This design comes from an exercise in tuning for small area on the open sky130 flow, not from production work.
Function was checked by simulation only, so behaviour that the tests miss may differ from the original.
No run shown here takes its clock network from TritonCTS; it comes from the design's own scripts or RTL.
The clock port is modelled as an ideal driver, which makes a skipped or thinned clock tree look cheaper than it is; a real chip needs a root buffer or a tree.
Power and IR drop assume default switching activity.

$ cat design/flow/config.mk
export PLATFORM = sky130hd
export DESIGN_NAME = fpga_top
export DESIGN_NICKNAME = fpga_top
export VERILOG_FILES = /design/flow/design.v
export SDC_FILE = /design/flow/constraint.sdc
export NUM_CORES = 4
export LEC_CHECK = 0
export ABC_AREA = 1
export CAP_MARGIN = 0
export CORE_MARGIN = 2
export CORE_UTILIZATION = 65
export GPL_TIMING_DRIVEN = 0
export PLACE_DENSITY = 0.75
export SLEW_MARGIN = 0
$ cat design/flow/constraint.sdc
create_clock -name core_clock -period 10.0 [get_ports {CLOCK_50}]
set_input_delay 2.0000 -clock core_clock [delete_from_list [all_inputs] [get_ports {CLOCK_50}]]
set_output_delay 2.0000 -clock core_clock [all_outputs]
set_load 0.01 [all_outputs]
$ cat design/flow/design.v
module fpga_top(SW, KEY, CLOCK_50, LEDR, HEX0, HEX1);
    input [9:0] SW;
    input [3:0] KEY;
    input CLOCK_50;
    output [9:0] LEDR;
    output [6:0] HEX0, HEX1;
    wire [7:0] data_result;
    quad_core u0(
        .clk(CLOCK_50),
        .resetn(KEY[0]),
        .go_n(KEY[1]),
        .data_in(SW[7:0]),
        .data_result(data_result)
    );
    assign LEDR[9:0] = {2'b00, data_result};
    hex_decoder H0(.hex_digit(data_result[3:0]), .segments(HEX0));
    hex_decoder H1(.hex_digit(data_result[7:4]), .segments(HEX1));
endmodule
module quad_core(
    input clk,
    input resetn,
    input go_n,
    input [7:0] data_in,
    output reg [7:0] data_result
    );
    reg [3:0] state;
    reg [7:0] a, p, q;
    wire [3:0] state_next;
    wire ld_a, ldx_n, a_hold, shp, shp_n, shq, lr_n, hr;
    ctrl C0(
        .state(state), .go_n(go_n), .resetn(resetn),
        .state_next(state_next),
        .ld_a(ld_a), .ldx_n(ldx_n), .a_hold(a_hold),
        .shp(shp), .shp_n(shp_n), .shq(shq), .lr_n(lr_n), .hr(hr)
    );
    wire [7:0] mac_n;      
    wire [7:0] a_d, p_next, r_d;
    dsel S0(
        .data_in(data_in), .a(a), .p(p), .q(q), .r(data_result), .mac_n(mac_n),
        .ld_a(ld_a), .ldx_n(ldx_n), .a_hold(a_hold),
        .shp(shp), .shp_n(shp_n), .lr_n(lr_n), .hr(hr),
        .a_d(a_d), .p_next(p_next), .r_d(r_d)
    );
    mac8 M0(.m(a), .n(p_next), .k(q), .yn(mac_n));
    always @(posedge clk) begin
        state <= state_next;
        a <= a_d;
        p <= p_next;
        if (shq)
            q <= p;
        data_result <= r_d;
    end
endmodule
module ctrl(
    input  [3:0] state,
    input        go_n,
    input        resetn,
    output [3:0] state_next,
    output       ld_a,       
    output       ldx_n,      
    output       a_hold,     
    output       shp,        
    output       shp_n,
    output       shq,        
    output       lr_n,       
    output       hr          
    );
    wire s0 = state[0], s1 = state[1], s2 = state[2], s3 = state[3];
    wire go = ~go_n;
    wire u    = ~s3 & go & ~s0;           
    wire ldx  = u & s2 & s1;              
    wire last = s3 & s1 & ~s0;            
    assign shq    = u & s2;               
    assign shp    = u & (s2 | s1);        
    assign shp_n  = ~shp;
    assign ldx_n  = ~ldx;
    assign ld_a   = ~s2 & ~s1 & ~s0;      
    assign a_hold = ~ld_a & ~ldx;
    assign lr_n   = ~(last & resetn);
    assign hr     = ~last & resetn;
    wire leave = s0 & go_n;
    assign state_next[0] = resetn & (s3 ? ~(s2 & s1) : go);
    assign state_next[1] = resetn & (s3 ? s0 : s1 ^ leave);
    assign state_next[2] = resetn & (s3 ? (s1 & s0) : (s2 | (s1 & leave)));
    assign state_next[3] = resetn & (s3 ? ~(s2 & s1 & ~s0) : (s2 & s1 & leave));
endmodule
module dsel(
    input  [7:0] data_in, a, p, q, r, mac_n,
    input        ld_a, ldx_n, a_hold, shp, shp_n, lr_n, hr,
    output [7:0] a_d, p_next, r_d
    );
    assign a_d    = (data_in & {8{ld_a}}) | (a & {8{a_hold}}) | (~mac_n & {8{~ldx_n}});
    assign p_next = (data_in & {8{shp}}) | (p & {8{shp_n}});
    assign r_d    = (~mac_n & {8{~lr_n}}) | (r & {8{hr}});
endmodule
module mac8(m, n, k, yn);
    input [7:0] m, n, k;
    output [7:0] yn;
    assign yn = ~(m * n + k);
endmodule
module hex_decoder(hex_digit, segments);
    input [3:0] hex_digit;
    output [6:0] segments;
    localparam [15:0] SEG0 = 16'h2812,
                      SEG1 = 16'hd860,
                      SEG2 = 16'hd004,
                      SEG3 = 16'h8692,
                      SEG4 = 16'h02ba,
                      SEG5 = 16'h208e,
                      SEG6 = 16'h1083;
    assign segments = {SEG6[hex_digit], SEG5[hex_digit], SEG4[hex_digit],
                       SEG3[hex_digit], SEG2[hex_digit], SEG1[hex_digit],
                       SEG0[hex_digit]};
endmodule
$ cat design/flow/flow/run.sh
#!/bin/bash
# Layout flow: the standard flow (standard.sh) with these changes:
#  - synthesis: the purely combinational modules of the design (mac8, dsel,
#    ctrl, hex_decoder) are taken from the hand-mapped cell netlists in
#    flow/cells.v instead of being synthesized from their RTL bodies; the
#    registers stay in the RTL and are inferred as in the standard synthesis.
#    Yosys's full-adder extraction and pass-through buffering are off and
#    ABC uses an area script.
#  - ports are buffered with sky130_fd_sc_hd__buf_1.
#  - clock tree: the clock port drives two clkbuf_8, each driving half of
#    the register clock pins, grouped by position (flow/n_buf.tcl, run in
#    place of TritonCTS).
set -euo pipefail
here=$(pwd)
python3 - "$FLOW_DESIGN" flow/cells.v design_cells.v > swap_modules.log 2>&1 <<'PY'
import re, sys
src = open(sys.argv[1]).read()
cells = open(sys.argv[2]).read()
for m in re.finditer(r'^\s*module\s+(\w+)\b.*?^\s*endmodule\b', cells, re.S | re.M):
    name = m.group(1)
    mm = re.search(r'^\s*module\s+' + name + r'\b.*?^\s*endmodule\b', src, re.S | re.M)
    assert mm, "module %s not found" % name
    src = src[:mm.start()] + "\n" + m.group(0) + "\n" + src[mm.end():]
    print("replaced", name)
open(sys.argv[3], 'w').write(src)
PY
cp flow/abc_area_deep.script abc_area_deep.script
{
  head -n 1 synth_recipe.tcl
  cat <<TCL
proc abc {args} {
  set i [lsearch -exact \$args -script]
  if {\$i >= 0} { set args [lreplace \$args [expr {\$i+1}] [expr {\$i+1}] $here/abc_area_deep.script] }
  set j [lsearch -exact \$args -D]
  if {\$j >= 0} { set args [lreplace \$args \$j [expr {\$j+1}]] }
  yosys abc {*}\$args
}
TCL
  tail -n +2 synth_recipe.tcl
} > my_synth.tcl
export CLKBUF_CELL=sky130_fd_sc_hd__clkbuf_16 CLKBUF_COUNT=1
bash standard.sh VERILOG_FILES="$here/design_cells.v" ADDER_MAP_FILE= SYNTH_INSBUF=0 SYNTH_SCRIPT="$here/my_synth.tcl" \
  BUFFER_PORTS_ARGS="-inputs -outputs -buffer_cell sky130_fd_sc_hd__buf_1" \
  PRE_CTS_TCL="$here/flow/n_buf.tcl" \
  finish > standard_flow.log 2>&1
$ cat design/flow/flow/abc_area_deep.script
strash
&get -n
&deepsyn -T 30
&put
dch
map -a
topo
$ cat design/flow/flow/cells.v
module mac8(m, n, k, yn);
    input [7:0] m, n, k;
    output [7:0] yn;
    wire ppn1;
    wire ppn3;
    wire ppn5;
    wire ppn7;
    wire ppn9;
    wire ppn11;
    wire ppn13;
    wire ppn15;
    wire ppn17;
    wire ppn19;
    wire ppn21;
    wire ppn23;
    wire ppn25;
    wire ppn27;
    wire ppn29;
    wire ppn31;
    wire ppn33;
    wire ppn35;
    wire ppn37;
    wire ppn39;
    wire ppn41;
    wire ppn43;
    wire ppn45;
    wire ppn47;
    wire ppn49;
    wire ppn51;
    wire ppn53;
    wire ppn55;
    wire ppn57;
    wire ppn59;
    wire ppn61;
    wire ppn63;
    wire ppn65;
    wire ppn67;
    wire ppn69;
    wire ppn71;
    wire s73;
    wire c74;
    wire s77;
    wire c78;
    wire s81;
    wire c82;
    wire s84;
    wire c85;
    wire s88;
    wire c89;
    wire s91;
    wire c92;
    wire s94;
    wire c95;
    wire s98;
    wire c99;
    wire s101;
    wire c102;
    wire s104;
    wire c105;
    wire s107;
    wire c108;
    wire s111;
    wire c112;
    wire s114;
    wire c115;
    wire s117;
    wire c118;
    wire s120;
    wire c121;
    wire s123;
    wire c124;
    wire s127;
    wire c128;
    wire s130;
    wire c131;
    wire s133;
    wire c134;
    wire s136;
    wire c137;
    wire s139;
    wire c140;
    wire s142;
    wire c143;
    wire s146;
    wire c147;
    wire s149;
    wire c150;
    wire s152;
    wire c153;
    wire s155;
    wire c156;
    wire s158;
    wire c159;
    wire s161;
    wire c162;
    wire x164;
    wire x166;
    wire x168;
    wire x170;
    wire x172;
    wire x174;
    wire x176;
    wire x178;
    wire x180;
    wire x182;
    wire x184;
    wire x186;
    wire x188;
    wire x190;
    sky130_fd_sc_hd__nand2_1 g2 (.A(m[0]), .B(n[0]), .Y(ppn1));
    sky130_fd_sc_hd__nand2_1 g4 (.A(m[1]), .B(n[0]), .Y(ppn3));
    sky130_fd_sc_hd__nand2_1 g6 (.A(m[2]), .B(n[0]), .Y(ppn5));
    sky130_fd_sc_hd__nand2_1 g8 (.A(m[3]), .B(n[0]), .Y(ppn7));
    sky130_fd_sc_hd__nand2_1 g10 (.A(m[4]), .B(n[0]), .Y(ppn9));
    sky130_fd_sc_hd__nand2_1 g12 (.A(m[5]), .B(n[0]), .Y(ppn11));
    sky130_fd_sc_hd__nand2_1 g14 (.A(m[6]), .B(n[0]), .Y(ppn13));
    sky130_fd_sc_hd__nand2_1 g16 (.A(m[7]), .B(n[0]), .Y(ppn15));
    sky130_fd_sc_hd__nand2_1 g18 (.A(m[0]), .B(n[1]), .Y(ppn17));
    sky130_fd_sc_hd__nand2_1 g20 (.A(m[1]), .B(n[1]), .Y(ppn19));
    sky130_fd_sc_hd__nand2_1 g22 (.A(m[2]), .B(n[1]), .Y(ppn21));
    sky130_fd_sc_hd__nand2_1 g24 (.A(m[3]), .B(n[1]), .Y(ppn23));
    sky130_fd_sc_hd__nand2_1 g26 (.A(m[4]), .B(n[1]), .Y(ppn25));
    sky130_fd_sc_hd__nand2_1 g28 (.A(m[5]), .B(n[1]), .Y(ppn27));
    sky130_fd_sc_hd__nand2_1 g30 (.A(m[6]), .B(n[1]), .Y(ppn29));
    sky130_fd_sc_hd__nand2_1 g32 (.A(m[0]), .B(n[2]), .Y(ppn31));
    sky130_fd_sc_hd__nand2_1 g34 (.A(m[1]), .B(n[2]), .Y(ppn33));
    sky130_fd_sc_hd__nand2_1 g36 (.A(m[2]), .B(n[2]), .Y(ppn35));
    sky130_fd_sc_hd__nand2_1 g38 (.A(m[3]), .B(n[2]), .Y(ppn37));
    sky130_fd_sc_hd__nand2_1 g40 (.A(m[4]), .B(n[2]), .Y(ppn39));
    sky130_fd_sc_hd__nand2_1 g42 (.A(m[5]), .B(n[2]), .Y(ppn41));
    sky130_fd_sc_hd__nand2_1 g44 (.A(m[0]), .B(n[3]), .Y(ppn43));
    sky130_fd_sc_hd__nand2_1 g46 (.A(m[1]), .B(n[3]), .Y(ppn45));
    sky130_fd_sc_hd__nand2_1 g48 (.A(m[2]), .B(n[3]), .Y(ppn47));
    sky130_fd_sc_hd__nand2_1 g50 (.A(m[3]), .B(n[3]), .Y(ppn49));
    sky130_fd_sc_hd__nand2_1 g52 (.A(m[4]), .B(n[3]), .Y(ppn51));
    sky130_fd_sc_hd__nand2_1 g54 (.A(m[0]), .B(n[4]), .Y(ppn53));
    sky130_fd_sc_hd__nand2_1 g56 (.A(m[1]), .B(n[4]), .Y(ppn55));
    sky130_fd_sc_hd__nand2_1 g58 (.A(m[2]), .B(n[4]), .Y(ppn57));
    sky130_fd_sc_hd__nand2_1 g60 (.A(m[3]), .B(n[4]), .Y(ppn59));
    sky130_fd_sc_hd__nand2_1 g62 (.A(m[0]), .B(n[5]), .Y(ppn61));
    sky130_fd_sc_hd__nand2_1 g64 (.A(m[1]), .B(n[5]), .Y(ppn63));
    sky130_fd_sc_hd__nand2_1 g66 (.A(m[2]), .B(n[5]), .Y(ppn65));
    sky130_fd_sc_hd__nand2_1 g68 (.A(m[0]), .B(n[6]), .Y(ppn67));
    sky130_fd_sc_hd__nand2_1 g70 (.A(m[1]), .B(n[6]), .Y(ppn69));
    sky130_fd_sc_hd__nand2_1 g72 (.A(m[0]), .B(n[7]), .Y(ppn71));
    sky130_fd_sc_hd__xor2_1 g75 (.A(ppn1), .B(k[0]), .X(s73));
    sky130_fd_sc_hd__or2b_1 g76 (.A(ppn1), .B_N(k[0]), .X(c74));
    assign yn[0] = s73;
    sky130_fd_sc_hd__xor2_1 g79 (.A(ppn3), .B(k[1]), .X(s77));
    sky130_fd_sc_hd__or2b_1 g80 (.A(ppn3), .B_N(k[1]), .X(c78));
    sky130_fd_sc_hd__fa_1 g83 (.A(ppn17), .B(c74), .CIN(s77), .COUT(c82), .SUM(s81));
    assign yn[1] = s81;
    sky130_fd_sc_hd__xor2_1 g86 (.A(ppn5), .B(k[2]), .X(s84));
    sky130_fd_sc_hd__or2b_1 g87 (.A(ppn5), .B_N(k[2]), .X(c85));
    sky130_fd_sc_hd__fa_1 g90 (.A(ppn19), .B(ppn31), .CIN(c78), .COUT(c89), .SUM(s88));
    sky130_fd_sc_hd__fa_1 g93 (.A(s84), .B(c82), .CIN(s88), .COUT(c92), .SUM(s91));
    assign yn[2] = s91;
    sky130_fd_sc_hd__xor2_1 g96 (.A(ppn7), .B(k[3]), .X(s94));
    sky130_fd_sc_hd__or2b_1 g97 (.A(ppn7), .B_N(k[3]), .X(c95));
    sky130_fd_sc_hd__fa_1 g100 (.A(ppn21), .B(ppn33), .CIN(ppn43), .COUT(c99), .SUM(s98));
    sky130_fd_sc_hd__fa_1 g103 (.A(c85), .B(s94), .CIN(s98), .COUT(c102), .SUM(s101));
    sky130_fd_sc_hd__fa_1 g106 (.A(c89), .B(s101), .CIN(c92), .COUT(c105), .SUM(s104));
    assign yn[3] = s104;
    sky130_fd_sc_hd__xor2_1 g109 (.A(ppn9), .B(k[4]), .X(s107));
    sky130_fd_sc_hd__or2b_1 g110 (.A(ppn9), .B_N(k[4]), .X(c108));
    sky130_fd_sc_hd__fa_1 g113 (.A(ppn23), .B(ppn35), .CIN(ppn45), .COUT(c112), .SUM(s111));
    sky130_fd_sc_hd__fa_1 g116 (.A(ppn53), .B(c95), .CIN(s107), .COUT(c115), .SUM(s114));
    sky130_fd_sc_hd__fa_1 g119 (.A(c99), .B(s111), .CIN(s114), .COUT(c118), .SUM(s117));
    sky130_fd_sc_hd__fa_1 g122 (.A(c102), .B(s117), .CIN(c105), .COUT(c121), .SUM(s120));
    assign yn[4] = s120;
    sky130_fd_sc_hd__xor2_1 g125 (.A(ppn11), .B(k[5]), .X(s123));
    sky130_fd_sc_hd__or2b_1 g126 (.A(ppn11), .B_N(k[5]), .X(c124));
    sky130_fd_sc_hd__fa_1 g129 (.A(ppn25), .B(ppn37), .CIN(ppn47), .COUT(c128), .SUM(s127));
    sky130_fd_sc_hd__fa_1 g132 (.A(ppn55), .B(ppn61), .CIN(c108), .COUT(c131), .SUM(s130));
    sky130_fd_sc_hd__fa_1 g135 (.A(s123), .B(c112), .CIN(s127), .COUT(c134), .SUM(s133));
    sky130_fd_sc_hd__fa_1 g138 (.A(c115), .B(s130), .CIN(s133), .COUT(c137), .SUM(s136));
    sky130_fd_sc_hd__fa_1 g141 (.A(c118), .B(s136), .CIN(c121), .COUT(c140), .SUM(s139));
    assign yn[5] = s139;
    sky130_fd_sc_hd__xor2_1 g144 (.A(ppn13), .B(k[6]), .X(s142));
    sky130_fd_sc_hd__or2b_1 g145 (.A(ppn13), .B_N(k[6]), .X(c143));
    sky130_fd_sc_hd__fa_1 g148 (.A(ppn27), .B(ppn39), .CIN(ppn49), .COUT(c147), .SUM(s146));
    sky130_fd_sc_hd__fa_1 g151 (.A(ppn57), .B(ppn63), .CIN(ppn67), .COUT(c150), .SUM(s149));
    sky130_fd_sc_hd__fa_1 g154 (.A(c124), .B(s142), .CIN(c128), .COUT(c153), .SUM(s152));
    sky130_fd_sc_hd__fa_1 g157 (.A(s146), .B(s149), .CIN(c131), .COUT(c156), .SUM(s155));
    sky130_fd_sc_hd__fa_1 g160 (.A(c134), .B(s152), .CIN(s155), .COUT(c159), .SUM(s158));
    sky130_fd_sc_hd__fa_1 g163 (.A(c137), .B(s158), .CIN(c140), .COUT(c162), .SUM(s161));
    assign yn[6] = s161;
    sky130_fd_sc_hd__xor2_1 g165 (.A(k[7]), .B(ppn15), .X(x164));
    sky130_fd_sc_hd__xor2_1 g167 (.A(ppn29), .B(ppn41), .X(x166));
    sky130_fd_sc_hd__xor2_1 g169 (.A(ppn51), .B(ppn59), .X(x168));
    sky130_fd_sc_hd__xor2_1 g171 (.A(ppn65), .B(ppn69), .X(x170));
    sky130_fd_sc_hd__xor2_1 g173 (.A(ppn71), .B(x164), .X(x172));
    sky130_fd_sc_hd__xor2_1 g175 (.A(x166), .B(x168), .X(x174));
    sky130_fd_sc_hd__xor2_1 g177 (.A(x170), .B(c143), .X(x176));
    sky130_fd_sc_hd__xor2_1 g179 (.A(c147), .B(c150), .X(x178));
    sky130_fd_sc_hd__xor2_1 g181 (.A(x172), .B(x174), .X(x180));
    sky130_fd_sc_hd__xor2_1 g183 (.A(x176), .B(x178), .X(x182));
    sky130_fd_sc_hd__xor2_1 g185 (.A(x180), .B(x182), .X(x184));
    sky130_fd_sc_hd__xor2_1 g187 (.A(c153), .B(x184), .X(x186));
    sky130_fd_sc_hd__xor2_1 g189 (.A(c156), .B(x186), .X(x188));
    sky130_fd_sc_hd__xor2_1 g191 (.A(x188), .B(c159), .X(x190));
    sky130_fd_sc_hd__xor2_1 g192 (.A(x190), .B(c162), .X(yn[7]));
endmodule
module dsel(data_in, a, p, q, r, mac_n, ld_a, ldx_n, a_hold, shp, shp_n, lr_n, hr, a_d, p_next, r_d);
    input [7:0] data_in, a, p, q, r, mac_n;
    input ld_a, ldx_n, a_hold, shp, shp_n, lr_n, hr;
    output [7:0] a_d, p_next, r_d;
    wire [7:0] at;
    sky130_fd_sc_hd__nor2_1 gt0 (.A(ldx_n), .B(mac_n[0]), .Y(at[0]));
    sky130_fd_sc_hd__a221o_1 ga0 (.A1(ld_a), .A2(data_in[0]), .B1(a_hold), .B2(a[0]), .C1(at[0]), .X(a_d[0]));
    sky130_fd_sc_hd__a22o_1 gp0 (.A1(data_in[0]), .A2(shp), .B1(p[0]), .B2(shp_n), .X(p_next[0]));
    sky130_fd_sc_hd__a2bb2o_1 gr0 (.A1_N(lr_n), .A2_N(mac_n[0]), .B1(r[0]), .B2(hr), .X(r_d[0]));
    sky130_fd_sc_hd__nor2_1 gt1 (.A(ldx_n), .B(mac_n[1]), .Y(at[1]));
    sky130_fd_sc_hd__a221o_1 ga1 (.A1(ld_a), .A2(data_in[1]), .B1(a_hold), .B2(a[1]), .C1(at[1]), .X(a_d[1]));
    sky130_fd_sc_hd__a22o_1 gp1 (.A1(data_in[1]), .A2(shp), .B1(p[1]), .B2(shp_n), .X(p_next[1]));
    sky130_fd_sc_hd__a2bb2o_1 gr1 (.A1_N(lr_n), .A2_N(mac_n[1]), .B1(r[1]), .B2(hr), .X(r_d[1]));
    sky130_fd_sc_hd__nor2_1 gt2 (.A(ldx_n), .B(mac_n[2]), .Y(at[2]));
    sky130_fd_sc_hd__a221o_1 ga2 (.A1(ld_a), .A2(data_in[2]), .B1(a_hold), .B2(a[2]), .C1(at[2]), .X(a_d[2]));
    sky130_fd_sc_hd__a22o_1 gp2 (.A1(data_in[2]), .A2(shp), .B1(p[2]), .B2(shp_n), .X(p_next[2]));
    sky130_fd_sc_hd__a2bb2o_1 gr2 (.A1_N(lr_n), .A2_N(mac_n[2]), .B1(r[2]), .B2(hr), .X(r_d[2]));
    sky130_fd_sc_hd__nor2_1 gt3 (.A(ldx_n), .B(mac_n[3]), .Y(at[3]));
    sky130_fd_sc_hd__a221o_1 ga3 (.A1(ld_a), .A2(data_in[3]), .B1(a_hold), .B2(a[3]), .C1(at[3]), .X(a_d[3]));
    sky130_fd_sc_hd__a22o_1 gp3 (.A1(data_in[3]), .A2(shp), .B1(p[3]), .B2(shp_n), .X(p_next[3]));
    sky130_fd_sc_hd__a2bb2o_1 gr3 (.A1_N(lr_n), .A2_N(mac_n[3]), .B1(r[3]), .B2(hr), .X(r_d[3]));
    sky130_fd_sc_hd__nor2_1 gt4 (.A(ldx_n), .B(mac_n[4]), .Y(at[4]));
    sky130_fd_sc_hd__a221o_1 ga4 (.A1(ld_a), .A2(data_in[4]), .B1(a_hold), .B2(a[4]), .C1(at[4]), .X(a_d[4]));
    sky130_fd_sc_hd__a22o_1 gp4 (.A1(data_in[4]), .A2(shp), .B1(p[4]), .B2(shp_n), .X(p_next[4]));
    sky130_fd_sc_hd__a2bb2o_1 gr4 (.A1_N(lr_n), .A2_N(mac_n[4]), .B1(r[4]), .B2(hr), .X(r_d[4]));
    sky130_fd_sc_hd__nor2_1 gt5 (.A(ldx_n), .B(mac_n[5]), .Y(at[5]));
    sky130_fd_sc_hd__a221o_1 ga5 (.A1(ld_a), .A2(data_in[5]), .B1(a_hold), .B2(a[5]), .C1(at[5]), .X(a_d[5]));
    sky130_fd_sc_hd__a22o_1 gp5 (.A1(data_in[5]), .A2(shp), .B1(p[5]), .B2(shp_n), .X(p_next[5]));
    sky130_fd_sc_hd__a2bb2o_1 gr5 (.A1_N(lr_n), .A2_N(mac_n[5]), .B1(r[5]), .B2(hr), .X(r_d[5]));
    sky130_fd_sc_hd__nor2_1 gt6 (.A(ldx_n), .B(mac_n[6]), .Y(at[6]));
    sky130_fd_sc_hd__a221o_1 ga6 (.A1(ld_a), .A2(data_in[6]), .B1(a_hold), .B2(a[6]), .C1(at[6]), .X(a_d[6]));
    sky130_fd_sc_hd__a22o_1 gp6 (.A1(data_in[6]), .A2(shp), .B1(p[6]), .B2(shp_n), .X(p_next[6]));
    sky130_fd_sc_hd__a2bb2o_1 gr6 (.A1_N(lr_n), .A2_N(mac_n[6]), .B1(r[6]), .B2(hr), .X(r_d[6]));
    sky130_fd_sc_hd__nor2_1 gt7 (.A(ldx_n), .B(mac_n[7]), .Y(at[7]));
    sky130_fd_sc_hd__a221o_1 ga7 (.A1(ld_a), .A2(data_in[7]), .B1(a_hold), .B2(a[7]), .C1(at[7]), .X(a_d[7]));
    sky130_fd_sc_hd__a22o_1 gp7 (.A1(data_in[7]), .A2(shp), .B1(p[7]), .B2(shp_n), .X(p_next[7]));
    sky130_fd_sc_hd__a2bb2o_1 gr7 (.A1_N(lr_n), .A2_N(mac_n[7]), .B1(r[7]), .B2(hr), .X(r_d[7]));
endmodule
module ctrl(state, go_n, resetn, state_next, ld_a, ldx_n, a_hold, shp, shp_n, shq, lr_n, hr);
  input [3:0] state;
  wire [3:0] state;
  input go_n;
  wire go_n;
  input resetn;
  wire resetn;
  output [3:0] state_next;
  wire [3:0] state_next;
  output ld_a;
  wire ld_a;
  output ldx_n;
  wire ldx_n;
  output a_hold;
  wire a_hold;
  output shp;
  wire shp;
  output shp_n;
  wire shp_n;
  output shq;
  wire shq;
  output lr_n;
  wire lr_n;
  output hr;
  wire hr;
  wire _00_;
  wire _01_;
  wire _02_;
  wire _03_;
  wire _04_;
  wire _05_;
  wire _06_;
  wire _07_;
  wire _08_;
  wire _09_;
  wire _10_;
  sky130_fd_sc_hd__clkinv_1 _11_ (
    .A(state[2]),
    .Y(_00_)
  );
  sky130_fd_sc_hd__clkinv_1 _12_ (
    .A(state[0]),
    .Y(_01_)
  );
  sky130_fd_sc_hd__clkinv_1 _13_ (
    .A(resetn),
    .Y(_02_)
  );
  sky130_fd_sc_hd__nor2_1 _14_ (
    .A(go_n),
    .B(state[3]),
    .Y(_03_)
  );
  sky130_fd_sc_hd__nor3_1 _15_ (
    .A(_01_),
    .B(_02_),
    .C(_03_),
    .Y(_04_)
  );
  sky130_fd_sc_hd__nand2_1 _16_ (
    .A(_04_),
    .B(state[1]),
    .Y(_05_)
  );
  sky130_fd_sc_hd__clkinv_1 _17_ (
    .A(state[1]),
    .Y(_06_)
  );
  sky130_fd_sc_hd__o211ai_1 _18_ (
    .A1(_06_),
    .A2(_00_),
    .B1(state[3]),
    .C1(resetn),
    .Y(_07_)
  );
  sky130_fd_sc_hd__o21ai_0 _19_ (
    .A1(_00_),
    .A2(_05_),
    .B1(_07_),
    .Y(state_next[3])
  );
  sky130_fd_sc_hd__o31ai_1 _20_ (
    .A1(_00_),
    .A2(state[3]),
    .A3(_02_),
    .B1(_05_),
    .Y(state_next[2])
  );
  sky130_fd_sc_hd__nor3_1 _21_ (
    .A(state[3]),
    .B(_06_),
    .C(_02_),
    .Y(_08_)
  );
  sky130_fd_sc_hd__xor2_1 _22_ (
    .A(_08_),
    .B(_04_),
    .X(state_next[1])
  );
  sky130_fd_sc_hd__nand2_1 _23_ (
    .A(_03_),
    .B(resetn),
    .Y(_09_)
  );
  sky130_fd_sc_hd__nand2_1 _24_ (
    .A(_07_),
    .B(_09_),
    .Y(state_next[0])
  );
  sky130_fd_sc_hd__a31oi_1 _25_ (
    .A1(_01_),
    .A2(state[1]),
    .A3(state[3]),
    .B1(_02_),
    .Y(hr)
  );
  sky130_fd_sc_hd__nand4_1 _26_ (
    .A(_01_),
    .B(state[1]),
    .C(state[3]),
    .D(resetn),
    .Y(lr_n)
  );
  sky130_fd_sc_hd__nand2_1 _27_ (
    .A(_03_),
    .B(_01_),
    .Y(_10_)
  );
  sky130_fd_sc_hd__nor2_1 _28_ (
    .A(_00_),
    .B(_10_),
    .Y(shq)
  );
  sky130_fd_sc_hd__nand2_1 _29_ (
    .A(shq),
    .B(state[1]),
    .Y(ldx_n)
  );
  sky130_fd_sc_hd__nor3_1 _30_ (
    .A(state[1]),
    .B(state[2]),
    .C(state[0]),
    .Y(ld_a)
  );
  sky130_fd_sc_hd__a21oi_1 _31_ (
    .A1(shq),
    .A2(state[1]),
    .B1(ld_a),
    .Y(a_hold)
  );
  sky130_fd_sc_hd__a21oi_1 _32_ (
    .A1(_06_),
    .A2(_00_),
    .B1(_10_),
    .Y(shp)
  );
  sky130_fd_sc_hd__clkinv_1 _33_ (
    .A(shp),
    .Y(shp_n)
  );
endmodule

module hex_decoder(hex_digit, segments);
  input [3:0] hex_digit;
  wire [3:0] hex_digit;
  output [6:0] segments;
  wire [6:0] segments;
  wire _00_;
  wire _01_;
  wire _02_;
  wire _03_;
  wire _04_;
  wire _05_;
  wire _06_;
  wire _07_;
  wire _08_;
  wire _09_;
  wire _10_;
  wire _11_;
  wire _12_;
  wire _13_;
  sky130_fd_sc_hd__clkinv_1 _14_ (
    .A(hex_digit[2]),
    .Y(_00_)
  );
  sky130_fd_sc_hd__nor3_1 _15_ (
    .A(hex_digit[1]),
    .B(hex_digit[3]),
    .C(_00_),
    .Y(_01_)
  );
  sky130_fd_sc_hd__clkinv_1 _16_ (
    .A(hex_digit[1]),
    .Y(_02_)
  );
  sky130_fd_sc_hd__nor2_1 _17_ (
    .A(hex_digit[2]),
    .B(_02_),
    .Y(_03_)
  );
  sky130_fd_sc_hd__nor2_1 _18_ (
    .A(hex_digit[0]),
    .B(_03_),
    .Y(_04_)
  );
  sky130_fd_sc_hd__clkinv_1 _19_ (
    .A(hex_digit[3]),
    .Y(_05_)
  );
  sky130_fd_sc_hd__nor2_1 _20_ (
    .A(hex_digit[1]),
    .B(_00_),
    .Y(_06_)
  );
  sky130_fd_sc_hd__nor2_1 _21_ (
    .A(_05_),
    .B(_06_),
    .Y(_07_)
  );
  sky130_fd_sc_hd__nor3_1 _22_ (
    .A(_01_),
    .B(_04_),
    .C(_07_),
    .Y(segments[5])
  );
  sky130_fd_sc_hd__o22ai_1 _23_ (
    .A1(hex_digit[0]),
    .A2(_05_),
    .B1(_06_),
    .B2(_03_),
    .Y(_08_)
  );
  sky130_fd_sc_hd__clkinv_1 _24_ (
    .A(_08_),
    .Y(_09_)
  );
  sky130_fd_sc_hd__clkinv_1 _25_ (
    .A(hex_digit[0]),
    .Y(_10_)
  );
  sky130_fd_sc_hd__nand2_1 _26_ (
    .A(_01_),
    .B(_10_),
    .Y(_11_)
  );
  sky130_fd_sc_hd__o21ai_0 _27_ (
    .A1(_04_),
    .A2(_09_),
    .B1(_11_),
    .Y(segments[3])
  );
  sky130_fd_sc_hd__nand2_1 _28_ (
    .A(segments[3]),
    .B(_02_),
    .Y(_12_)
  );
  sky130_fd_sc_hd__nor2_1 _29_ (
    .A(_05_),
    .B(_09_),
    .Y(_13_)
  );
  sky130_fd_sc_hd__a21oi_1 _30_ (
    .A1(_12_),
    .A2(_05_),
    .B1(_13_),
    .Y(segments[0])
  );
  sky130_fd_sc_hd__a221oi_1 _31_ (
    .A1(_10_),
    .A2(_00_),
    .B1(segments[3]),
    .B2(_02_),
    .C1(segments[5]),
    .Y(segments[1])
  );
  sky130_fd_sc_hd__a311oi_1 _32_ (
    .A1(_10_),
    .A2(hex_digit[2]),
    .A3(_05_),
    .B1(_07_),
    .C1(_09_),
    .Y(segments[6])
  );
  sky130_fd_sc_hd__o21ai_0 _33_ (
    .A1(_10_),
    .A2(hex_digit[3]),
    .B1(_12_),
    .Y(segments[4])
  );
  sky130_fd_sc_hd__a32o_1 _34_ (
    .A1(_10_),
    .A2(_05_),
    .A3(_03_),
    .B1(_13_),
    .B2(hex_digit[2]),
    .X(segments[2])
  );
endmodule
$ cat design/flow/flow/n_buf.tcl
# Clock tree of one level: the clock port drives CLKBUF_COUNT clock buffers
# (cell CLKBUF_CELL); the register clock pins are split into that many groups
# of near-equal size by position (k-means), and each group is driven by one
# buffer placed at the group's centroid. Used in place of TritonCTS.
proc clock_tree_synthesis {args} {
  set master_name $::env(CLKBUF_CELL)
  set nbuf $::env(CLKBUF_COUNT)
  set block [ord::get_db_block]
  set master [[ord::get_db] findMaster $master_name]
  set clk_net [[$block findBTerm CLOCK_50] getNet]
  set pts {}
  foreach it [$clk_net getITerms] {
    set bb [[$it getInst] getBBox]
    lappend pts [list $it [expr {([$bb xMin] + [$bb xMax]) / 2.0}] [expr {([$bb yMin] + [$bb yMax]) / 2.0}]]
  }
  set n [llength $pts]
  # seed centres along x, then balanced k-means (each group gets at most ceil(n/k))
  set sorted [lsort -real -index 1 $pts]
  set cap [expr {int(ceil(double($n) / $nbuf))}]
  set centres {}
  for {set g 0} {$g < $nbuf} {incr g} {
    set p [lindex $sorted [expr {int(($g + 0.5) * $n / $nbuf)}]]
    lappend centres [list [lindex $p 1] [lindex $p 2]]
  }
  for {set iter 0} {$iter < 20} {incr iter} {
    # assign greedily by distance, respecting capacity
    set pairs {}
    set i 0
    foreach p $pts {
      set g 0
      foreach c $centres {
        set d [expr {abs([lindex $p 1] - [lindex $c 0]) + abs([lindex $p 2] - [lindex $c 1])}]
        lappend pairs [list $d $i $g]
        incr g
      }
      incr i
    }
    set pairs [lsort -real -index 0 $pairs]
    set assign [lrepeat $n -1]
    set count [lrepeat $nbuf 0]
    foreach pr $pairs {
      lassign $pr d i g
      if {[lindex $assign $i] >= 0 || [lindex $count $g] >= $cap} continue
      lset assign $i $g
      lset count $g [expr {[lindex $count $g] + 1}]
    }
    set newc {}
    for {set g 0} {$g < $nbuf} {incr g} {
      set sx 0.0; set sy 0.0; set k 0
      for {set i 0} {$i < $n} {incr i} {
        if {[lindex $assign $i] == $g} {
          set p [lindex $pts $i]
          set sx [expr {$sx + [lindex $p 1]}]; set sy [expr {$sy + [lindex $p 2]}]; incr k
        }
      }
      if {$k > 0} { lappend newc [list [expr {$sx / $k}] [expr {$sy / $k}]] } else { lappend newc [lindex $centres $g] }
    }
    set centres $newc
  }
  $clk_net setSigType CLOCK
  for {set g 0} {$g < $nbuf} {incr g} {
    set buf [odb::dbInst_create $block $master clkbuf_$g]
    set net [odb::dbNet_create $block clknet_$g]
    $net setSigType CLOCK
    [$buf findITerm A] connect $clk_net
    [$buf findITerm X] connect $net
    set c [lindex $centres $g]
    $buf setLocation [expr {int([lindex $c 0])}] [expr {int([lindex $c 1])}]
    $buf setPlacementStatus PLACED
    set k 0
    for {set i 0} {$i < $n} {incr i} {
      if {[lindex $assign $i] == $g} {
        set it [lindex [lindex $pts $i] 0]
        $it disconnect
        $it connect $net
        incr k
      }
    }
    puts "clock buffer clkbuf_$g ($master_name) drives $k clock pins"
  }
}
$ cat design/flow/standard.sh
#!/bin/bash
# synth_recipe.tcl (not shown) runs the flow's synth.tcl, then flattens the netlist and writes it again
# the make line also repeats each setting of config.mk as NAME=value (left out here)
make -C /OpenROAD-flow-scripts/flow DESIGN_CONFIG=/design/flow/config.mk WORK_HOME=/design/flow/orfs CLKGATE_MAP_FILE= SYNTH_SCRIPT=/design/flow/synth_recipe.tcl "${@:-finish}"
==> results.py, run 1 <==
metrics = {
    "placement": {
        "place_area_um2": 2366,
        "dp_hpwl_mm": 3.544,
        "gp_congestion": 0.8249,
        "io_buffers": 32,
    },
    "pwr": {
        "pwr-share-clk_pct": 10.0,
        "p_int_uw": 324.3,
        "pwr-share-seq_pct": 34.2,
        "swShare_pct": 39.33,
        "p_total_uw": 534.6,
        "ir_worst_vdd_mv": 0.1575,
        "p_leak_uw": 0.0008417,
        "power_switching_uw": 210.2,
        "p_per_area_nw_per_um2": 223.6,
        "combPwrFrac_pct": 55.8,
    },
    "route": {
        "num_vias": 1752,
        "wl_per_cell_um": 14.84,
        "drtIter0Drc": 92,
        "firstDrtPassIters": 4,
        "viasPerCell": 5.840,
        "drtAntennaViolNets": 0,
        "routed_wirelength_mm": 4.453,
        "drc": 0,
    },
    "clock_tree": {
        "path_clk_slew_ps": 120,
        "cts_hold_buffers": 0,
        "clock_latency_ps": 180,
        "post_cts_buffers": 0,
        "cts_resized": 0,
    },
    "sta": {
        "rsz0062_at_grt": "false",
        "setup_tns_ps": 0,
        "fin_crit_sh_pct": 72.09,
        "tightest_slew_ps": 1028,
        "max_freq_mhz": 138.7,
        "report.final.setup_viol": 0,
        "post-route-min-period_ps": 7209,
        "slew_headroom_pct": 30.94,
        "hold_viol": 0,
        "drv_slew": 0,
        "finalClockSkew_ps": 12.47,
    },
    "synth": {
        "synth_top_family_by_area": "adder cells",
        "ys_warn_count": 1,
        "synthArstFlopShare_pct": 0,
        "synth_xor_area_share_pct": 9.221,
        "syn_avg_cell_area_um2": 9.930,
        "synth_most_common_cell": "nand2_1",
        "yosys.area.top_type": "dfxtp_1",
        "muxShareOfSynthArea_pct": 0,
        "synthSimpleGateAreaFrac_pct": 15.46,
        "synth_cells": 220,
        "synth_edf_count": 8,
        "ys_types": 23,
        "ys_seq_area_share_pct": 36.66,
        "synth_adder_area_share_pct": 19.24,
        "synth_seq_cells": 36,
        "synth_ff_type": "dfxtp_1",
        "synth_area_leaders": "dfxtp_1 (26%), fa_1 (19%), edfxtp_1 (11%), xor2_1 (9.2%), nand2_1 (7.7%)",
        "netlist_area_um2": 2185,
        "synth-compound-area-share_pct": 16.67,
        "synth_common_cells": "nand2_1 (45), dfxtp_1 (28), xor2_1 (23)",
        "synth_top_cell_area_share_pct": 25.66,
    },
    "flow_run": {
        "maxCapViolations": 0,
    },
    "global_route": {
        "grt_pass1_wl_mm": 7.051,
        "antenna_found_initial": 0,
        "grt_max_degree": 37,
        "grt_usage_pct": 24.90,
        "grt_pass1_vias": 1563,
        "grt_overflow": 0,
    },
    "layout": {
        "fillCellCount": 264,
        "final_util_pct": 72.80,
        "drive_above_1_share_pct": 0.3937,
        "nets": 292,
        "diodes": 0,
        "area_growth_pct": 9.450,
        "finalInstanceArea_um2": 2391,
    },
    "floorplanning": {
        "core-area_um2": 3284,
        "start_util_pct": 66.51,
        "die_w_um": 61.98,
        "io_pins": 39,
        "fp-row-count": 21,
        "design.die.area_um2": 3841,
        "fp.dieH_um": 61.98,
    },
    "worst_setup_path": {
        "crit_path_max_fanout": 9,
        "cp.required_ps": 10080,
        "criticalPathCategory": "in2reg",
        "endpoint_kind": "flip-flop",
        "start_kind": "input pin",
        "critical_path_arrival_ps": 7290,
        "r2r_setup_slack_ps": 4300,
    },
    "status": {
        "outcome": "complete, no violations",
    },
    "hold_path": {
        "hold_class": "reg2reg",
    },
}
[per-layer routing]
layer  GRT usage, %  vias to the layer above  routed length (um)
li1               -                      835                   -
met1          33.15                      838                1978
met2          45.68                       67                2128
met3         0.8282                       12                 238
met4          4.559                        0                 107
met5              0                        -                   0
[power groups by stage]
stage          registers, uW  logic [uW]  clock network, uW
2_1_floorplan            181         227                  0
4_1_cts                  186         297               40.1
5_1_grt                  185         335               60.4
3_3_place_gp             185         294                  0
6_report                 183         299               53.4
3_5_place_dp             186         297                  0
[final timing paths]
check                            startpoint       to  cells past startpoint
worst min-delay path                u0.p[1]  u0.q[1]                      0
worst max-delay path                 KEY[1]  u0.a[7]                     17
worst min register to register      u0.p[1]  u0.q[1]                      0
worst max register to register  u0.state[3]  u0.a[7]                     16
[logic make-up after synthesis]
family,count (synthesis)
xor+xnor,23
other cells,1
flops,36
buf+inv,15
fa+ha+maj,21
simple gates,80
compound gates,44
[cell type report]
type / instances / area (um^2) / area share (%)
Multi-Input combinational cell: 170 / 1331 / 55.68
Sequential cell: 36 / 800.8 / 33.49
Timing Repair Buffer: 32 / 120.1 / 5.024
Tap cell: 46 / 57.56 / 2.407
Inverter: 15 / 56.30 / 2.355
Buffer: 1 / 25.02 / 1.047
[per-stage QoR]
step                setup WS, ps  hold slack [ps]  std cells
floorplan                   3653            409.3        221
detailed placement          2652            419.2        299
finish                      2791            450.8        300
global route                2515            458.1        300
global placement            2679            413.2        299
CTS                         2629            419.2        300
[critical path: stages]
cell      delay, ps
buf_1            70
nor2_1          170
nand2_1          90
a21oi_1         670
clkinv_1        500
a22o_1          470
nand2_1         150
or2b_1          130
fa_1            450
fa_1            420
fa_1            400
fa_1            390
fa_1            390
fa_1            390
xor2_1          220
nor2_1          100
a221o_1         270
[state kept, by name, summed over array words and instances, names as in the netlist]
register        cells
u0.data_result      8
u0.q                8
u0.p                8
u0.state            4
u0.a                8
[cells in the final DEF (no fill, tap or decap), types with 4 or more instances in the layout]
| cell | count |
|---|---|
| fa_1 | 21 |
| buf_1 | 32 |
| o21ai_0 | 5 |
| or2b_1 | 7 |
| nor2_1 | 20 |
| a221o_1 | 8 |
| clkinv_1 | 15 |
| a21oi_1 | 4 |
| xor2_1 | 23 |
| nor3_1 | 7 |
| dfxtp_1 | 28 |
| a2bb2o_1 | 8 |
| a22o_1 | 8 |
| edfxtp_1 | 8 |
| nand2_1 | 45 |
==> inputs of run 2 (changes only) <==
--- a/design/flow/flow/run.sh
+++ b/design/flow/flow/run.sh
@@ -40,3 +40,3 @@
 } > my_synth.tcl
-export CLKBUF_CELL=sky130_fd_sc_hd__clkbuf_16 CLKBUF_COUNT=1
+export CLKBUF_CELL=sky130_fd_sc_hd__clkbuf_8 CLKBUF_COUNT=2
 bash standard.sh VERILOG_FILES="$here/design_cells.v" ADDER_MAP_FILE= SYNTH_INSBUF=0 SYNTH_SCRIPT="$here/my_synth.tcl" \
==> run 2 against run 1 <==
  * Wire length shrank 0.22%
  * Global-route usage increased by 0.17 points
  * Die area did not move
  * Sequential share of layout area is essentially flat
  * Synthesized area unchanged
  * Register-to-register slack improved by 30 ps
  * Critical path depth stayed put
  * Synthesized cell count unchanged
  * First-iteration DRC count shrank 17%
==> results.py, run 2 <==
metrics = {
    "floorplanning": {
        "fp.dieH_um": 61.98,
        "core-area_um2": 3284,
        "die_w_um": 61.98,
        "io_pins": 39,
        "start_util_pct": 66.51,
        "design.die.area_um2": 3841,
        "fp-row-count": 21,
    },
    "synth": {
        "synth_area_leaders": "dfxtp_1 (26%), fa_1 (19%), edfxtp_1 (11%), xor2_1 (9.2%), nand2_1 (7.7%)",
        "synth_edf_count": 8,
        "ys_types": 23,
        "synth_ff_type": "dfxtp_1",
        "synth_seq_cells": 36,
        "yosys.area.top_type": "dfxtp_1",
        "synthArstFlopShare_pct": 0,
        "ys_seq_area_share_pct": 36.66,
        "netlist_area_um2": 2185,
        "synth_top_cell_area_share_pct": 25.66,
        "ys_warn_count": 1,
        "synth_common_cells": "nand2_1 (45), dfxtp_1 (28), xor2_1 (23)",
        "syn_avg_cell_area_um2": 9.930,
        "synth_most_common_cell": "nand2_1",
        "synth_cells": 220,
    },
    "worst_setup_path": {
        "endpoint_kind": "flip-flop",
        "cpMostUsedCell": "fa_1",
        "cp_cell_sequence": "buf_1 > nor2_1 > nand2_1 > a21oi_1 > clkinv_1 > a22o_1 > nand2_1 > or2b_1 > fa_1 > fa_1 > fa_1 > fa_1 > fa_1 > fa_1 > xor2_1 > nor2_1 > a221o_1",
        "crit_path_max_fanout": 9,
        "start_kind": "input pin",
        "max_stage_delay_ps": 660,
        "worstRegToRegCells": 16,
        "crit_path_top_delay_cell": "a21oi_1",
        "cp.required_ps": 10050,
        "critical_path_arrival_ps": 7260,
        "criticalPathCategory": "in2reg",
    },
    "sta": {
        "report.final.setup_viol": 0,
        "finalClockSkew_ps": 12.40,
        "rsz0062_at_grt": "false",
        "setup_tns_ps": 0,
        "hold_viol": 0,
        "tightest_slew_ps": 1027,
        "post-route-min-period_ps": 7204,
        "max_freq_mhz": 138.8,
        "drv_slew": 0,
        "slew_headroom_pct": 30.99,
        "worst_slack_ps": 2796,
        "fin_crit_sh_pct": 72.04,
    },
    "route": {
        "wl_per_cell_um": 14.76,
        "drtAntennaViolNets": 0,
        "drtIter0Drc": 76,
        "firstDrtPassIters": 4,
        "routed_wirelength_mm": 4.443,
        "num_vias": 1736,
        "drc": 0,
        "viasPerCell": 5.767,
    },
    "hold_path": {
        "hold_class": "reg2reg",
        "holdPathStages": 0,
    },
    "layout": {
        "mostFrequentLayoutCell": "nand2_1",
        "fillCellCount": 265,
        "layout.cells.non_filler": 301,
        "drive_above_1_share_pct": 0.7843,
        "nets": 293,
        "area_growth_pct": 9.565,
        "mostFrequentLayoutCells": "nand2_1 (45), buf_1 (32), dfxtp_1 (28)",
        "diodes": 0,
    },
    "pwr": {
        "pwr-share-clk_pct": 10.0,
        "p_leak_uw": 0.0008438,
        "swShare_pct": 39.63,
        "ir_worst_vdd_mv": 0.1432,
        "pwr-share-seq_pct": 33.9,
        "p_total_uw": 537.6,
        "combPwrFrac_pct": 56.1,
        "power_switching_uw": 213.1,
        "p_per_area_nw_per_um2": 224.6,
        "p_int_uw": 324.5,
    },
    "clock_tree": {
        "cts_resized": 0,
        "post_cts_buffers": 0,
        "clock_latency_ps": 160,
        "path_clk_slew_ps": 100,
        "cts_hold_buffers": 0,
    },
    "global_route": {
        "grt_usage_pct": 25.08,
        "grt_pass1_wl_mm": 7.107,
        "grt_max_degree": 19,
        "antenna_found_initial": 0,
        "grt_overflow": 0,
        "grt_pass1_vias": 1575,
    },
    "placement": {
        "dp_hpwl_mm": 3.544,
        "gp_congestion": 0.8249,
        "dp_worst_setup_slack_ps": 2652,
        "place_inst": 299,
        "io_buffers": 32,
    },
    "status": {
        "outcome": "complete, no violations",
    },
    "flow_run": {
        "maxCapViolations": 0,
    },
}
## run 2: power by group through the flow
stage          Clock [uW]  Combinational [uW]  Sequential [uW]
2_1_floorplan           0                 227              181
3_3_place_gp            0                 294              185
3_5_place_dp            0                 297              186
4_1_cts              40.1                 298              186
5_1_grt              60.1                 336              185
6_report             53.9                 301              182
## run 2: cell families (layout without fill, tap and decap cells)
logic type	count (synthesis)	count (layout)	share of synthesized area [%]
XOR/XNOR	23	23	9.221
flip-flops	36	36	36.66
AND/OR/NAND/NOR	80	80	15.46
other	1	2	0.1717
buffers and inverters	15	49	2.577
AO/OA/AOI/OAI	44	44	16.67
adder cells (fa/ha/maj)	21	21	19.24
## run 2: routing by layer
metal,GRT usage [%],vias up,routed length [um]
li1,-,841,-
met1,32.88,843,1971
met2,45.83,48,2185
met3,1.242,4,215
met4,5.471,0,71
met5,0,-,0
## run 2: worst paths after layout
check         startpoint      end  slack, ps
min reg2reg      u0.p[7]  u0.q[7]        450
min              u0.p[7]  u0.q[7]        450
max               KEY[1]  u0.a[7]       2800
max reg2reg  u0.state[3]  u0.a[7]       4330
## run 2: layout make-up
type	instances	area, um^2	area share, %
repair buffers	32	120.1	5.018
flip-flops and latches	36	800.8	33.46
well taps	46	57.56	2.405
multi-input cells	170	1331	55.62
plain buffers	2	27.53	1.150
inverters	15	56.30	2.352
## run 2: metrics by stage
step	hold slack (ps)	area (um^2)	util (%)
after floorplan	409.3	2188	-
after global placement	413.2	2366	72.04
after detailed placement	419.2	2366	72.04
after CTS	419.2	2394	72.88
after global routing	451.6	2394	72.88
final	446.7	2394	72.88
## run 2: critical path: cells and delay by family
| kind | cells | cell delay [ps] |
|---|---|---|
| adder cells (fa/ha/maj) | 6 | 2440 |
| AO/OA/AOI/OAI | 3 | 1380 |
| buffers and inverters | 2 | 560 |
| XOR/XNOR | 1 | 240 |
| AND/OR/NAND/NOR | 5 | 640 |
==> inputs of run 3 (changes only) <==
--- a/design/flow/flow/run.sh
+++ b/design/flow/flow/run.sh
@@ -41,3 +41,3 @@
 export CLKBUF_CELL=sky130_fd_sc_hd__clkbuf_8 CLKBUF_COUNT=2
-bash standard.sh VERILOG_FILES="$here/design_cells.v" ADDER_MAP_FILE= SYNTH_INSBUF=0 SYNTH_SCRIPT="$here/my_synth.tcl" \
+bash standard.sh VERILOG_FILES="$here/design_cells.v" ADDER_MAP_FILE= SYNTH_INSBUF=0 SKIP_REPAIR_TIE_FANOUT=1 SYNTH_SCRIPT="$here/my_synth.tcl" \
   BUFFER_PORTS_ARGS="-inputs -outputs -buffer_cell sky130_fd_sc_hd__buf_1" \
==> run 3 against run 2 <==
  * Wire length up 7.0%
  * Worst hold slack worse by 8.8 ps
  * Sequential share of layout area up 0.053 points
  * Global-route usage about the same
  * Cell area down 0.16%
  * Die area unchanged
  * Sequential power about the same
  * Critical path type unchanged
  * Highest routed layer unchanged
==> results.py, run 3 <==
metrics = {
    "worst_setup_path": {
        "cpMostUsedCell": "fa_1",
        "cp_cell_sequence": "buf_1 > nor2_1 > nand2_1 > a21oi_1 > clkinv_1 > a22o_1 > nand2_1 > or2b_1 > fa_1 > fa_1 > fa_1 > fa_1 > fa_1 > fa_1 > xor2_1 > nor2_1 > a221o_1",
        "crit_path_top_delay_cell": "a21oi_1",
        "start_kind": "input pin",
        "crit_path_max_fanout": 9,
        "cp.required_ps": 10050,
        "endpoint_kind": "flip-flop",
        "criticalPathCategory": "in2reg",
        "critical_path_arrival_ps": 7300,
        "max_stage_delay_ps": 660,
    },
    "route": {
        "firstDrtPassIters": 4,
        "drtIter0Drc": 107,
        "num_vias": 1772,
        "drtAntennaViolNets": 0,
        "routed_wirelength_mm": 4.754,
        "viasPerCell": 5.907,
        "met2WireLength_mm": 2.350,
        "drc": 0,
        "routed.top_layer": "met4",
        "wl_per_cell_um": 15.85,
        "wl_met1_mm": 2.053,
        "route.met3.wl_um": 300,
    },
    "flow_run": {
        "maxCapViolations": 0,
    },
    "layout": {
        "finalInstanceArea_um2": 2390,
        "diodes": 0,
        "area_growth_pct": 9.393,
        "layout.cells.non_filler": 300,
        "nets": 292,
        "mostFrequentLayoutCell": "nand2_1",
        "mostFrequentLayoutCells": "nand2_1 (45), buf_1 (32), dfxtp_1 (28)",
        "final_util_pct": 72.76,
        "drive_above_1_share_pct": 0.7874,
    },
    "global_route": {
        "grt_max_degree": 19,
        "grt_pass1_vias": 1560,
        "antenna_found_initial": 0,
        "grt_pass1_wl_mm": 7.141,
        "grt_usage_pct": 25.12,
        "grt_overflow": 0,
    },
    "synth": {
        "netlist_area_um2": 2185,
        "yosys.area.top_type": "dfxtp_1",
        "synthArstFlopShare_pct": 0,
        "synth_ff_type": "dfxtp_1",
        "ys_types": 23,
        "synth_cells": 220,
        "synth_top_cell_area_share_pct": 25.66,
        "ys_seq_area_share_pct": 36.66,
        "syn_avg_cell_area_um2": 9.930,
        "synth_area_leaders": "dfxtp_1 (26%), fa_1 (19%), edfxtp_1 (11%), xor2_1 (9.2%), nand2_1 (7.7%)",
        "synth_common_cells": "nand2_1 (45), dfxtp_1 (28), xor2_1 (23)",
        "synth_seq_cells": 36,
        "synth_most_common_cell": "nand2_1",
        "synth_edf_count": 8,
        "ys_warn_count": 1,
    },
    "clock_tree": {
        "clock_latency_ps": 170,
        "cts_resized": 0,
        "post_cts_buffers": 0,
        "cts_hold_buffers": 0,
        "path_clk_slew_ps": 120,
    },
    "placement": {
        "dp_hpwl_mm": 3.550,
        "io_buffers": 32,
        "gp_congestion": 0.8178,
        "place_area_um2": 2362,
        "place_inst": 298,
    },
    "hold_path": {
        "hold_class": "reg2reg",
    },
    "pwr": {
        "p_leak_uw": 0.0008405,
        "p_total_uw": 547.8,
        "p_int_uw": 326.7,
        "combPwrFrac_pct": 56.4,
        "pwr-share-clk_pct": 10.1,
        "swShare_pct": 40.37,
        "pwr-share-seq_pct": 33.5,
        "power_switching_uw": 221.2,
        "p_per_area_nw_per_um2": 229.2,
        "ir_worst_vdd_mv": 0.1724,
    },
    "sta": {
        "drv_slew": 0,
        "finalClockSkew_ps": 17.00,
        "setup_tns_ps": 0,
        "slew_headroom_pct": 30.59,
        "max_freq_mhz": 137.9,
        "hold_viol": 0,
        "post-route-min-period_ps": 7252,
        "report.final.setup_viol": 0,
        "fin_crit_sh_pct": 72.52,
        "tightest_slew_ps": 1033,
        "rsz0062_at_grt": "false",
    },
    "floorplanning": {
        "fp-row-count": 21,
        "io_pins": 39,
        "start_util_pct": 66.51,
        "design.die.area_um2": 3841,
        "core-area_um2": 3284,
        "fp.dieH_um": 61.98,
        "die_w_um": 61.98,
    },
    "status": {
        "outcome": "complete, no violations",
    },
}
==> run 3: cell count changes in the layout (fill, tap and decap cells not counted), sizes merged <==
cell  change
conb      -1
==> run 3: cells by family (layout without fill, tap and decap cells) <==
group | after synthesis | in the layout | share of synthesized area (%)
and+or+nand+nor | 80 | 80 | 15.46
DFF | 36 | 36 | 36.66
other | 1 | 1 | 0.1717
xor gates and xnor gates | 23 | 23 | 9.221
buffers and inverters | 15 | 49 | 2.577
AOI/OAI and AO/OA | 44 | 44 | 16.67
adders and majority gates | 21 | 21 | 19.24
==> run 3: cell type report <==
class	count	area (um^2)
plain buffers	2	27.53
fillers	263	894.6
inverters	15	56.30
multi-input cells	169	1328
flip-flops and latches	36	800.8
well taps	46	57.56
repair buffers	32	120.1
==> run 3: path summary, 6_finish.rpt <==
kind | start | to | slack (ps) | depth (start not counted)
worst max register to register | u0.state[1] | u0.a[7] | 4280 | 15
worst min-delay path | u0.p[3] | u0.q[3] | 440 | 0
worst min register to register | u0.p[3] | u0.q[3] | 440 | 0
worst max-delay path | KEY[1] | u0.a[7] | 2750 | 17
==> run 3: power by group through the flow <==
stage	sequential (uW)	clock [uW]	combinational, uW
2_1_floorplan	181	0	227
3_3_place_gp	185	0	292
3_5_place_dp	186	0	299
4_1_cts	186	40.1	302
5_1_grt	185	59.5	337
6_report	184	55.3	309
==> run 3: per-layer routing <==
metal	global-route usage [%]	vias to the layer above
met1	34.91	875
met3	1.242	4
met2	44.79	63
met5	0	-
met4	3.343	0
li1	-	830
==> run 3: critical path, delay by kind of cell <==
family	cells	cell delay (ps)
compound gates	3	1390
simple gates	5	660
buf+inv	2	560
xor+xnor	1	250
fa+ha+maj	6	2420
==> run 3: stage by stage <==
step / hold WS, ps / setup slack [ps]
2_1_floorplan: 409.3 / 3653
3_3_place_gp: 413.3 / 2701
3_5_place_dp: 417.5 / 2679
4_1_cts: 424.8 / 2610
5_1_grt: 448.8 / 2479
6_report: 437.9 / 2748
==> inputs of run 4 (changes only) <==
--- a/design/flow/flow/run.sh
+++ b/design/flow/flow/run.sh
@@ -8,2 +8,3 @@
 #    ABC uses an area script.
+#  - the two constant outputs (LEDR[9:8]) share one tie cell.
 #  - ports are buffered with sky130_fd_sc_hd__buf_1.
==> run 4 against run 3 <==
  * Fmax stayed put
  * Register-to-register slack hardly changed
  * Die area stayed put
  * Critical endpoint unchanged
  * Synthesized cell count stayed put
  * Sequential cell count stayed put
  * Critical path type unchanged
  * Largest power group unchanged
  * Clock skew stayed put
  * Worst hold slack stayed put
  * Highest routed layer unchanged
  * Still clean on timing, DRC and antenna
==> results.py, run 4 <==
metrics = {
    "status": {
        "outcome": "complete, no violations",
    },
    "layout": {
        "nets": 292,
        "diodes": 0,
        "area_growth_pct": 9.393,
        "finalInstanceArea_um2": 2390,
        "final_util_pct": 72.76,
        "mostFrequentLayoutCells": "nand2_1 (45), buf_1 (32), dfxtp_1 (28)",
        "drive_above_1_share_pct": 0.7874,
        "layout.cells.non_filler": 300,
        "mostFrequentLayoutCell": "nand2_1",
    },
    "synth": {
        "ys_warn_count": 1,
        "synth_common_cells": "nand2_1 (45), dfxtp_1 (28), xor2_1 (23)",
        "synth_ff_type": "dfxtp_1",
        "synth_most_common_cell": "nand2_1",
        "ys_seq_area_share_pct": 36.66,
        "synth_area_leaders": "dfxtp_1 (26%), fa_1 (19%), edfxtp_1 (11%), xor2_1 (9.2%), nand2_1 (7.7%)",
        "synth_seq_cells": 36,
        "yosys.area.top_type": "dfxtp_1",
        "syn_avg_cell_area_um2": 9.930,
        "ys_types": 23,
        "synthArstFlopShare_pct": 0,
        "netlist_area_um2": 2185,
        "synth_top_cell_area_share_pct": 25.66,
        "synth_cells": 220,
        "synth_edf_count": 8,
    },
    "sta": {
        "fin_crit_sh_pct": 72.52,
        "rsz0062_at_grt": "false",
        "slew_headroom_pct": 30.59,
        "report.final.setup_viol": 0,
        "tightest_slew_ps": 1033,
        "drv_slew": 0,
        "post-route-min-period_ps": 7252,
        "setup_tns_ps": 0,
        "hold_viol": 0,
        "max_freq_mhz": 137.9,
        "finalClockSkew_ps": 17.00,
    },
    "placement": {
        "place_inst": 298,
        "place_area_um2": 2362,
        "dp_hpwl_mm": 3.550,
        "io_buffers": 32,
        "gp_congestion": 0.8178,
    },
    "route": {
        "num_vias": 1772,
        "met2WireLength_mm": 2.350,
        "route.met3.wl_um": 300,
        "wl_met1_mm": 2.053,
        "viasPerCell": 5.907,
        "firstDrtPassIters": 4,
        "routed.top_layer": "met4",
        "drtAntennaViolNets": 0,
        "wl_per_cell_um": 15.85,
        "drc": 0,
        "drtIter0Drc": 107,
        "routed_wirelength_mm": 4.754,
    },
    "worst_setup_path": {
        "endpoint_kind": "flip-flop",
        "worstRegToRegCells": 15,
        "crit_path_max_fanout": 9,
        "regToRegEndpoint": "u0.a[7]",
        "criticalPathCategory": "in2reg",
        "max_stage_delay_ps": 660,
        "r2r_start": "u0.state[1]",
        "crit_path_top_delay_cell": "a21oi_1",
        "cpMostUsedCell": "fa_1",
        "r2r_setup_slack_ps": 4280,
        "cp_cell_sequence": "buf_1 > nor2_1 > nand2_1 > a21oi_1 > clkinv_1 > a22o_1 > nand2_1 > or2b_1 > fa_1 > fa_1 > fa_1 > fa_1 > fa_1 > fa_1 > xor2_1 > nor2_1 > a221o_1",
        "crit_family": "adder cells",
        "critical_path_arrival_ps": 7300,
        "start_kind": "input pin",
        "cp.required_ps": 10050,
        "critPathBufInv": 2,
    },
    "global_route": {
        "grt_pass1_wl_mm": 7.141,
        "grt_usage_pct": 25.12,
        "grt_pass1_vias": 1560,
        "antenna_found_initial": 0,
        "grt_max_degree": 19,
        "grt_overflow": 0,
    },
    "floorplanning": {
        "core-area_um2": 3284,
        "design.die.area_um2": 3841,
        "io_pins": 39,
        "fp.dieH_um": 61.98,
        "fp-row-count": 21,
        "die_w_um": 61.98,
        "start_util_pct": 66.51,
    },
    "pwr": {
        "p_leak_uw": 0.0008405,
        "p_total_uw": 547.8,
        "ir_worst_vdd_mv": 0.1724,
        "p_per_area_nw_per_um2": 229.2,
    },
    "clock_tree": {
        "clock_latency_ps": 170,
        "path_clk_slew_ps": 120,
        "cts_resized": 0,
        "post_cts_buffers": 0,
        "cts_hold_buffers": 0,
    },
    "hold_path": {
        "hold_class": "reg2reg",
        "min_from": "u0.p[3]",
        "holdPathStages": 0,
        "min_to": "u0.q[3]",
    },
    "flow_run": {
        "maxCapViolations": 0,
    },
}
## run 4: cell counts after synthesis
Identical to the previous run, type by type.
## run 4: metrics by stage
step	setup slack [ps]	hold WS (ps)
after floorplan	3653	409.3
after global placement	2701	413.3
after detailed placement	2679	417.5
after CTS	2610	424.8
after global routing	2479	448.8
final	2748	437.9
## run 4: layout make-up
cell class / count / area, um^2
inverter: 15 / 56.30
multi-input combinational: 169 / 1328
timing repair buffer: 32 / 120.1
tap: 46 / 57.56
fill: 263 / 894.6
sequential: 36 / 800.8
buffer: 2 / 27.53
## run 4: cell families after synthesis
| family | after synthesis | share of synthesized area, % |
|---|---|---|
| and+or+nand+nor | 80 | 15.46 |
| buffers and inverters | 15 | 2.577 |
| adders and majority gates | 21 | 19.24 |
| other | 1 | 0.1717 |
| AOI/OAI and AO/OA | 44 | 16.67 |
| DFF | 36 | 36.66 |
| xor gates and xnor gates | 23 | 9.221 |
## run 4: report_power, final
| group | internal, uW | switching, uW | total [uW] |
|---|---|---|---|
| Sequential | 169 | 15.1 | 184 |
| Clock | 18.7 | 36.6 | 55.3 |
| Combinational | 139 | 169 | 309 |
## run 4: metal layers
layer,up-vias,GRT usage (%)
li1,830,-
met1,875,34.91
met2,63,44.79
met3,4,1.242
met4,0,3.343
met5,-,0
## run 4: worst max path at each step
stage / start / endpoint / depth (start not counted)
final: KEY[1] / u0.a[7] / 17
after floorplan: KEY[1] / u0.a[7] / 16
after CTS: KEY[1] / u0.a[7] / 17
after detailed placement: KEY[1] / u0.a[7] / 17
after global routing: KEY[1] / u0.a[7] / 17
after global placement: KEY[1] / u0.a[7] / 17

==> afterwards: timing with drivers on the ports <==
The flow's constraints put no driver on any port. The routed layouts listed below were extracted and timed again, unchanged, in two steps. Step 1, drivers: a clkbuf_16 drives CLOCK_50 and a buf_2 each remaining input, both assumed. Step 2, shift: input delay + t, output delay - t, t = (earliest + latest rising clock arrival at the registers) / 2. This alone moves slack from input paths to output paths. Slacks: ideal ports / drivers / drivers and shift; pairs: ideal ports / drivers.
run	t (ns)	setup slack, ns	pins driven straight from the clock port
run 1	0.206	2.791 / 2.800 / 2.595	1
run 2	0.196	2.796 / 2.814 / 2.618	2
run 3	0.198	2.748 / 2.763 / 2.566	2
run 4	0.198	2.748 / 2.763 / 2.566	2
After both steps setup and hold are still met in every run listed. For run 1, which loses most, drivers alone change the setup slack by +0.009 ns; drivers and shift together by -0.196 ns.
